This is an optimization exercise on Yosys and OpenROAD, whose aim is small area and a short achievable clock period, not a production implementation.
Function was checked by simulation only, so behaviour that the tests miss may differ from the original.

--- flow/run.sh ---
#!/bin/bash
# synth_recipe.tcl (not shown) runs the flow's synth.tcl, then flattens the netlist and writes it again
# the make line also repeats each setting of config.mk as NAME=value (left out here)
make -C /OpenROAD-flow-scripts/flow DESIGN_CONFIG=/design/flow/config.mk WORK_HOME=/design/flow/orfs CLKGATE_MAP_FILE= SYNTH_SCRIPT=/design/flow/synth_recipe.tcl finish
--- flow/design.v ---
module processor(clk, clear_n, load, dload, laddr, insload,
                 pc, rf_we, rf_waddr, rf_wdata, dm_we, dm_addr, dm_wdata);
input clk, clear_n, load, dload;
input [15:0] laddr, insload;
output [15:0] pc;
output rf_we;
output [3:0] rf_waddr;
output [15:0] rf_wdata;
output dm_we;
output [4:0] dm_addr;
output [15:0] dm_wdata;
wire [15:0] pc_old,out_alu1,out_alu2,out_m3,out_m2,out_jump,A,B,w_extend,out_m0,out_alu0;
wire [15:0] mem_read,insout,out_m1,i2,i3;
wire cout,lt,eq,gt,of,s0,c_m2,c_m3,eqbit,c_m0,c_read,c_write,c_m1,lt1,eq1,gt1,of1,cout1;
wire cout0,lt0,gt0,of0,c_load;
wire [2:0]c_alu;
wire run_load, run_write;
	assign i2 = 16'd0;
	assign i3 = 16'd0;
	assign run_load = c_load & clear_n;
	assign run_write = c_write & clear_n;
	controller control({c_m2,c_m1,c_m0},c_m3,c_alu,c_read,c_write,c_load,insout[15:12]);
	pc progcounter(pc_old,out_m2,clear_n,clk);
	alu ALU1(out_alu1,cout,lt,eq,gt,of,pc_old,16'd2,1'b0,3'b010);
	alu ALU2(out_alu2,cout1,lt1,eq1,gt1,of1,out_alu1,w_extend,1'b0,3'b010);
	MUX M3(out_m3, out_alu1, out_alu2, i2, i3, 1'b0, s0);
	MUX M2(out_m2, out_m3, out_jump, i2, i3, 1'b0, c_m2);
	and m3(s0,c_m3,~eqbit);
	insmemory instrucmem(insout,insload,laddr,pc_old,load,clk);
	registerfile regfile(A,B,insout[11:8],insout[7:4],insout[3:0],out_m1,run_load,clear_n,clk);
	signextender signword(w_extend,{1'b0,insout[3:0]});
	MUX M0(out_m0,B,w_extend, i2, i3, 1'b0, c_m0);
	alu ALU0(out_alu0,cout0,lt0,eqbit,gt0,of0,A,out_m0,1'b0,c_alu);
	memory datamem(mem_read,out_alu0[4:0],B,laddr[4:0],insload,dload,run_write,clk);
	MUX M1(out_m1,mem_read,out_alu0, i2, i3, 1'b0, c_m1);
	jump jumpaddr(out_jump,insout[11:0],pc_old[15:13]);
	assign pc = pc_old;
	assign rf_we = run_load;
	assign rf_waddr = insout[3:0];
	assign rf_wdata = out_m1;
	assign dm_we = run_write;
	assign dm_addr = out_alu0[4:0];
	assign dm_wdata = B;
endmodule
module insmemory(ins_out,ins_load,l_addr,pc_addr,load,clock);
input  clock,load;
input  [15:0]ins_load;   
input  [15:0]l_addr;      
input  [15:0]pc_addr;     
output [15:0]ins_out;    
reg [7:0]mem_file[0:63];    
wire [5:0] la0, la1, pa0, pa1;
integer i;
assign la0 = l_addr[5:0];
assign la1 = l_addr[5:0] + 6'd1;
assign pa0 = pc_addr[5:0];
assign pa1 = pc_addr[5:0] + 6'd1;
always @(posedge clock)
begin
	for (i = 0; i < 64; i = i + 1)
	begin
		if (load && la0 == i[5:0]) mem_file[i] <= ins_load[15:8];
		if (load && la1 == i[5:0]) mem_file[i] <= ins_load[7:0];
	end
end
assign ins_out[15:0] = {mem_file[pa0],mem_file[pa1]};
endmodule
module registerfile(A,B,Aaddr,Baddr,Caddr,C,load,clear,clock);
input [3:0] Aaddr,Baddr,Caddr;
input [15:0]C;
input load,clear,clock;
output [15:0] A,B;
reg [15:0]reg_file[0:15];
integer count;
always @(posedge clock)
begin
	for ( count=0; count < 16; count = count + 1)
		begin
			if (!clear)
				reg_file[count] <= 16'd0;
			else if (load && Caddr == count[3:0])
				reg_file[count] <= C;
		end
end
assign A = reg_file[Aaddr];
assign B = reg_file[Baddr];
endmodule
module MUX(out, i0, i1, i2, i3, s1, s0);
	output [15:0]out;
	input [15:0]i0, i1, i2, i3;
	input s1, s0;
	reg [15:0]tempout;
	always @(*)
	begin	
		case ({s1,s0})
			2'd0 : tempout = i0;
			2'd1 : tempout = i1;
			2'd2 : tempout = i2;
			default : tempout = i3;
		endcase
	end	
	assign out=tempout;
endmodule
module signextender(out,in);
input [4:0]in;
output reg [15:0] out;
always @(*)
begin
	case(in[4])
		1'd0 : 	out = {11'b0,in};
		default :	out = {11'b11111111111,in};
	endcase	
end
endmodule
module alu(z,c_out,lt,eq,gt,overflow,x,y,c_in,c);
input c_in;
input [2:0] c;
input [15:0]x,y;
output reg [15:0] z;
output reg c_out,lt,eq,gt,overflow;
always @(*)
begin
	z = 16'd0;
	c_out = 1'b0;
	overflow = 1'b0;
	case(c)
		3'd0:	z = x & y;
		3'd1:	z = x | y;
		3'd2:	begin
				{c_out,z} = x + y + c_in; 	
				overflow = c_out;
			end
		3'd3:	z = x - y;
		3'd4:
		begin
        if(x[15]==0 && y[15]==0)
		   begin
           {c_out,z} = x + y + c_in ;
		   overflow = z[15]; 
           end  
        else if (x[15]==1 && y[15]==1)
           begin
           {c_out,overflow,z[14:0]} = x[14:0] + y[14:0] + c_in;
		   z[15] = 1'b1;  
           end  
        else if(x[15]==0 && y[15]==1)
           begin
                if(y[14:0] > x[14:0])   
                  begin 
                   z = {1'b1,y[14:0] - x[14:0] + c_in};
                   end  
                else if(y[14:0] == x[14:0])
		  begin
			z = 16'd0 + c_in;
		  end
		else
                   begin 
                   z = {1'b0,x[14:0] - y[14:0] + c_in};
                   end                       
           end
		else
           begin
                if(y[14:0] > x[14:0])   
                  begin 
                   z = {1'b0,y[14:0] - x[14:0] + c_in};
                   end 
		else if(y[14:0] == x[14:0])
		  begin
			z = 16'd0 + c_in;
		  end 
                else
                   begin 
                   z = {1'b1,x[14:0] - y[14:0] + c_in};
                   end                      
            end   
		end
		3'd5:
		begin
        if(x[15]==0 && y[15]==0)
		   begin
                if(y[14:0] > x[14:0])   
                  begin 
                   z = {1'b1,x[14:0] - y[14:0]};
                   end 
		else if(y[14:0] == x[14:0])
		  begin
			z = 16'd0;
		  end 
                else
                   begin 
                   z = {1'b0,x[14:0] - y[14:0]};
                   end                       
           end 
        else if (x[15]==1 && y[15]==1)
           begin
                if(y[14:0] > x[14:0])   
                  begin 
                   z = {1'b0,x[14:0] - y[14:0]};
                   end 
		else if(y[14:0] == x[14:0])
		  begin
			z = 16'd0;
		  end 
                else
                   begin 
                   z = {1'b1,x[14:0] - y[14:0]};
                   end                       
           end 
        else if(x[15]==0 && y[15]==1)
           begin
                {c_out,overflow,z[14:0]} = x[14:0] + y[14:0];   
				z[15] = 1'b0;
           end
		else
           begin
                {c_out,overflow,z[14:0]} = x[14:0] + y[14:0];   
				z[15] = 1'b1;                    
            end   
		end
		3'd7:	
			begin
				if(x < y)
					begin
					z = 16'd1;
					end
				else
					begin
					z = 16'd0;
					end
			end
		default: z = 16'd0;
	endcase
end
always @(*)
begin
	lt = (x < y);
	gt = (x > y);
	eq = (x == y);
end
endmodule 
module memory(read,addr,write,laddr,lwrite,lload,memwrite,clock);
input [4:0] addr, laddr;
input [15:0] write, lwrite;
input lload,memwrite,clock;
output [15:0] read;
reg [15:0]reg_file[0:31];
always @(posedge clock)
begin
	if(lload == 1)
		reg_file[laddr] <= lwrite;
	else if(memwrite == 1)
		reg_file[addr] <= write;
end
assign read = reg_file[addr];
endmodule
module pc(pc_old,pc_new,clear,clock);
input clock,clear;
input [15:0]pc_new;
output reg[15:0]pc_old;
always@(posedge clock)
begin
   if (!clear)
      pc_old <= 16'd0;
   else
      pc_old <= pc_new; 
  end
endmodule
module jump(out,offset,pc);
input [11:0] offset;
input [2:0] pc;
output [15:0] out;
assign out = {pc,offset,1'b0};
endmodule
module controller(muxinput,inputofand,aluinput,memread,memwrite,regload,opcode);
input [3:0] opcode;
output reg [2:0] muxinput;	 
output reg inputofand,memread,memwrite,regload;	 
output reg [2:0] aluinput;	 
always @(*)
begin
	regload = 0;
	memread = 0;
	memwrite = 0;
	inputofand = 0;
	aluinput = 3'd0;
	muxinput = 3'b000;
	case(opcode)
	4'd0:	begin
				regload = 1;
				aluinput = 3'd0;
				muxinput[1] = 1;
			end
	4'd1:	begin
				regload = 1;
				aluinput = 3'd1;
				muxinput[1] = 1;
			end
	4'd2:	begin
				regload = 1;
				aluinput = 3'd4;
				muxinput[1] = 1;
			end
	4'd6:	begin
				regload = 1;
				aluinput = 3'd5;
				muxinput[1] = 1;
			end
	4'd7:	begin
				regload = 1;
				aluinput = 3'd7;
				muxinput[1] = 1;
			end
	4'd8:	begin
				regload = 1;
				aluinput = 3'd2;
				memread = 1;
				muxinput[0] = 1;
			end
	4'd10:	begin
				aluinput = 3'd2;
				memwrite = 1;
				muxinput[0] = 1;
			end
	4'd14:	begin
				inputofand = 1;
				aluinput = 3'd7;
			end		
	4'd15:	begin
				muxinput[2] = 1;
			end	
	default: ;
	endcase
end
endmodule
--- flow/config.mk ---
export PLATFORM = sky130hd
export DESIGN_NAME = processor
export DESIGN_NICKNAME = processor
export VERILOG_FILES = /design/flow/design.v
export SDC_FILE = /design/flow/constraint.sdc
export NUM_CORES = 4
export LEC_CHECK = 0
export CAP_MARGIN = 20
export CORE_MARGIN = 2
export CORE_UTILIZATION = 40
export SETUP_SLACK_MARGIN = 0.5
export SLEW_MARGIN = 20
--- flow/constraint.sdc ---
create_clock -name core_clock -period 16.0 [get_ports {clk}]
set_input_delay 3.2000 -clock core_clock [delete_from_list [all_inputs] [get_ports {clk}]]
set_output_delay 3.2000 -clock core_clock [all_outputs]
set_load 0.01 [all_outputs]
==> reports/qor.txt <==
CP required = 12.80 ns
Largest net degree at the start of global routing = 96
Syn Area/Cell = 11.2 um^2
Number of global-route vias before repair = 53997
Post-route insts no fill = 8472
Final period util = 0.968
Area Growth Syn to Fin = 13.8%
Hold Startpoint = regfile.reg_file[1][2]$_SDFFE_PN0P_
Root Buffer = clkbuf_16
First-pass GRT wire length = 471000 um
Setup violators final = 0
Later-pin clock latency in the skew report = 0.85 ns
CTS tree = yes
CTS max path bufs = 3
Most used cell, CP = buf_4
DRT Pass-1 Iters = 9
Routed Antenna Nets = 0
Post-route DRC = 0
Hold WS = 0.487 ns
CP arrival = 12.29 ns
CTS Buf Count = 146
Proportion of synthesized chip area in sequential cells = 0.531
Cells after Synth = 6063
Vias per cell = 7.06
Initial core utilization = 0.402
Die X = 417 um
Max Fclk = 64.5 MHz
Top cells by area, synth = edfxtp_1, mux2_2, dfxtp_1
CP max stage delay = 0.79 ns
GP Congestion = 1.14
Crit end category = output port
Core area = 169000 um^2
Worst Tran Pin Value = 1.34 ns
Min Tclk post-route = 15.49 ns
Kind of critical path = reg -> out
FP Rows = 151
Crit-path slowest cell = nand2b_1
CP max FO = 35
Io pins = 95
FF+latch area = 36200 um^2
Port Buffers = 84
Maxcap violations = 0
Placed Instances = 8176
Unrepaired setup endpoints after global routing = no
Die area = 174000 um^2
Hold Fails Final Rpt = 0
Avg WL per Cell = 41.8 um
Global Route Usage Sum = 0.394
Nets = 6231
Synth top area share = 0.451
Skew final = 0.0696 ns
HP Class = reg -> reg
H-Tree Level Count = 4
Setup crit start kind = flop
Die height = 417 um
Initial antenna violation count = 28
Clock transition at path regs = 0.06 ns
Status = no timing/DRC/antenna violations
Ratio of cells with drive above 1 in the final layout = 0.218
Post-synth EDFFs = 1024
Most used DFF post-synth = edfxtp_1
Clock sink total = 1296
Setup Total Neg Slack = 0 ns
Slew margin rel. = 0.101
Area occupied by multi-input gates = 29900 um^2
Async S/R FF share, synth = 0
Final Max Slew Viols = 0
Overflow after GRT = 0
Cell accounting for the most synthesized area = edfxtp_1
Mapped Area = 68100 um^2
DP HPWL = 249000 um
Critical path origin = progcounter.pc_old[1]$_SDFF_PN0_
Synthesized Nets = 6172
DRT iter0 DRCs = 11488
Synth Warn # = 10
Synth unique cells = 114
FF+latch count, synth = 1296
RR Startpoint = progcounter.pc_old[1]$_SDFF_PN0_
Layout filler cell count = 15578
DR vias = 59789
Final wirelength = 354000 um
## path summary, 6_finish.rpt
path | endpoint | slack, ns | cells after the start
worst max-delay path | rf_wdata[15] | 0.51 | 34
worst min-delay path | regfile.reg_file[1][2]$_SDFFE_PN0P_ | 0.49 | 2
worst max register to register | regfile.reg_file[6][8]$_SDFFE_PN0P_ | 4.40 | 33
worst min register to register | regfile.reg_file[1][2]$_SDFFE_PN0P_ | 0.49 | 2
## area by class of cell
cell class / instances / share of cell area
clock inverters: 73 / 0.00972
clock buffers: 182 / 0.0499
flip-flops and latches: 1296 / 0.467
inverters: 82 / 0.00412
well taps: 2218 / 0.0358
multi-input cells: 4147 / 0.385
repair buffers: 449 / 0.0474
diodes: 25 / 0.000807
## cells in the final DEF, fill, tap and decap left out, types with 18 or more instances in the layout
| cell type | synthesis | layout |
|---|---|---|
| mux2_2 | 531 | 531 |
| o21ai_0 | 286 | 284 |
| nor2b_1 | 20 | 18 |
| a211o_1 | 25 | 25 |
| a22oi_1 | 380 | 380 |
| a2111oi_0 | 40 | 36 |
| clkbuf_16 | 0 | 147 |
| xnor2_1 | 35 | 33 |
| nand3b_1 | 24 | 24 |
| and3_1 | 219 | 218 |
| nand3_1 | 245 | 245 |
| and2_1 | 36 | 35 |
| o31ai_1 | 28 | 28 |
| o22ai_1 | 47 | 41 |
| dfxtp_1 | 272 | 266 |
| nand4_1 | 106 | 106 |
| a22o_1 | 70 | 70 |
| o21ai_1 | 20 | 22 |
| nor3_2 | 3 | 19 |
| ha_1 | 69 | 68 |
| edfxtp_1 | 1024 | 1024 |
| clkinv_1 | 3 | 23 |
| diode_2 | 0 | 25 |
| a222oi_1 | 39 | 39 |
| mux2i_1 | 140 | 140 |
| buf_4 | 29 | 350 |
| a221oi_1 | 96 | 95 |
| nor2_2 | 1 | 43 |
| a21oi_1 | 338 | 332 |
| a21oi_2 | 18 | 24 |
| a31oi_1 | 35 | 35 |
| nand2b_1 | 23 | 22 |
| inv_1 | 71 | 70 |
| nor2_1 | 289 | 234 |
| nand2_1 | 452 | 452 |
| clkbuf_1 | 391 | 29 |
| clkdlybuf4s50_1 | 0 | 67 |
| nor3_1 | 65 | 47 |
| a211oi_1 | 114 | 114 |
## synth_stat cells, types with 19 or more instances
| master | count |
|---|---|
| edfxtp_1 | 1024 |
| mux2_2 | 531 |
| nand2_1 | 452 |
| clkbuf_1 | 391 |
| a22oi_1 | 380 |
| a21oi_1 | 338 |
| nor2_1 | 289 |
| o21ai_0 | 286 |
| dfxtp_1 | 272 |
| nand3_1 | 245 |
| and3_1 | 219 |
| mux2i_1 | 140 |
| a211oi_1 | 114 |
| nand4_1 | 106 |
| a221oi_1 | 96 |
| buf_2 | 71 |
| inv_1 | 71 |
| a22o_1 | 70 |
| ha_1 | 69 |
| nor3_1 | 65 |
| o22ai_1 | 47 |
| a2111oi_0 | 40 |
| a222oi_1 | 39 |
| and2_1 | 36 |
| a31oi_1 | 35 |
| xnor2_1 | 35 |
| buf_4 | 29 |
| buf_6 | 28 |
| o31ai_1 | 28 |
| a211o_1 | 25 |
| nand3b_1 | 24 |
| nand2b_1 | 23 |
| nor2b_1 | 20 |
| nor4_1 | 20 |
| o21ai_1 | 20 |
| xor2_1 | 19 |
## layer usage
layer,global-route usage,wire length (um),vias up
met5,0,156,-
li1,-,-,23813
met2,0.552,144000,4741
met1,0.542,142000,30266
met3,0.140,48600,947
met4,0.181,19800,22
## worst max-delay path: cells and delay by family (launching register included)
kind / cells / cell delay, ns
AOI/OAI and AO/OA: 14 / 3.75
adders and majority gates: 2 / 0.81
buffers and inverters: 7 / 1.71
and+or+nand+nor: 11 / 4.58
DFF: 1 / 0.51
## flip-flops by register name, summed over array words and instances (netlist names)
signal	cells
regfile.reg_file	256
instrucmem.mem_file	512
datamem.reg_file	512
progcounter.pc_old	16
## cells by family (layout without fill, tap and decap cells)
| family | after synthesis | in the layout | synth area share |
|---|---|---|---|
| fa+ha+maj | 73 | 73 | 0.0138 |
| other cells | 0 | 25 | 0 |
| compound gates | 1732 | 1732 | 0.177 |
| buf+inv | 620 | 786 | 0.0402 |
| xor+xnor | 54 | 54 | 0.00694 |
| simple gates | 1613 | 1613 | 0.121 |
| mux | 675 | 675 | 0.110 |
| flops | 1296 | 1296 | 0.531 |
## metrics by stage
stage / util / setup slack [ns] / cell area, um^2
detailed placement: 0.428 / 0.981 / 72500
global placement: 0.428 / 0.840 / 72400
global route: 0.458 / 0.499 / 77500
finish: 0.458 / 0.508 / 77500
CTS: 0.456 / 0.530 / 77200
floorplan: - / 3.92 / 68100
## timing repair
action | 4_1_cts | 5_1_grt
pin swaps | 1 | 8
gates resized for setup | 11 | 19
hold buffers | 0 | 0
setup endpoints to repair | 16 | 16
gates cloned | 0 | 0
setup buffers | 1 | 11

port drivers added, routing unchanged:
The flow's constraints put no driver on any port. The routed layout listed below was extracted and timed again, unchanged, in two steps.
Step 1 (the two cells are an assumption about what drives the block):
set clk [get_ports {clk}]
set_driving_cell -lib_cell sky130_fd_sc_hd__clkbuf_16 $clk
set_driving_cell -lib_cell sky130_fd_sc_hd__buf_2 [delete_from_list [all_inputs] $clk]
Step 2, shift: input delay + t, output delay - t, t = (earliest + latest rising clock arrival at the registers) / 2. This alone moves slack from input paths to output paths.
Three values: ideal ports, drivers, drivers and shift; two values: the first two.
shift t [ns]: 0.891
slack for setup (ns): 0.508 / 0.429 / 1.320
worst setup path at the end: register to output
worst slew at a driven data input, ns: 0.07
After both steps this run still meets setup and hold. For this run, drivers alone change the setup slack by -0.079 ns; drivers and shift together by +0.812 ns.
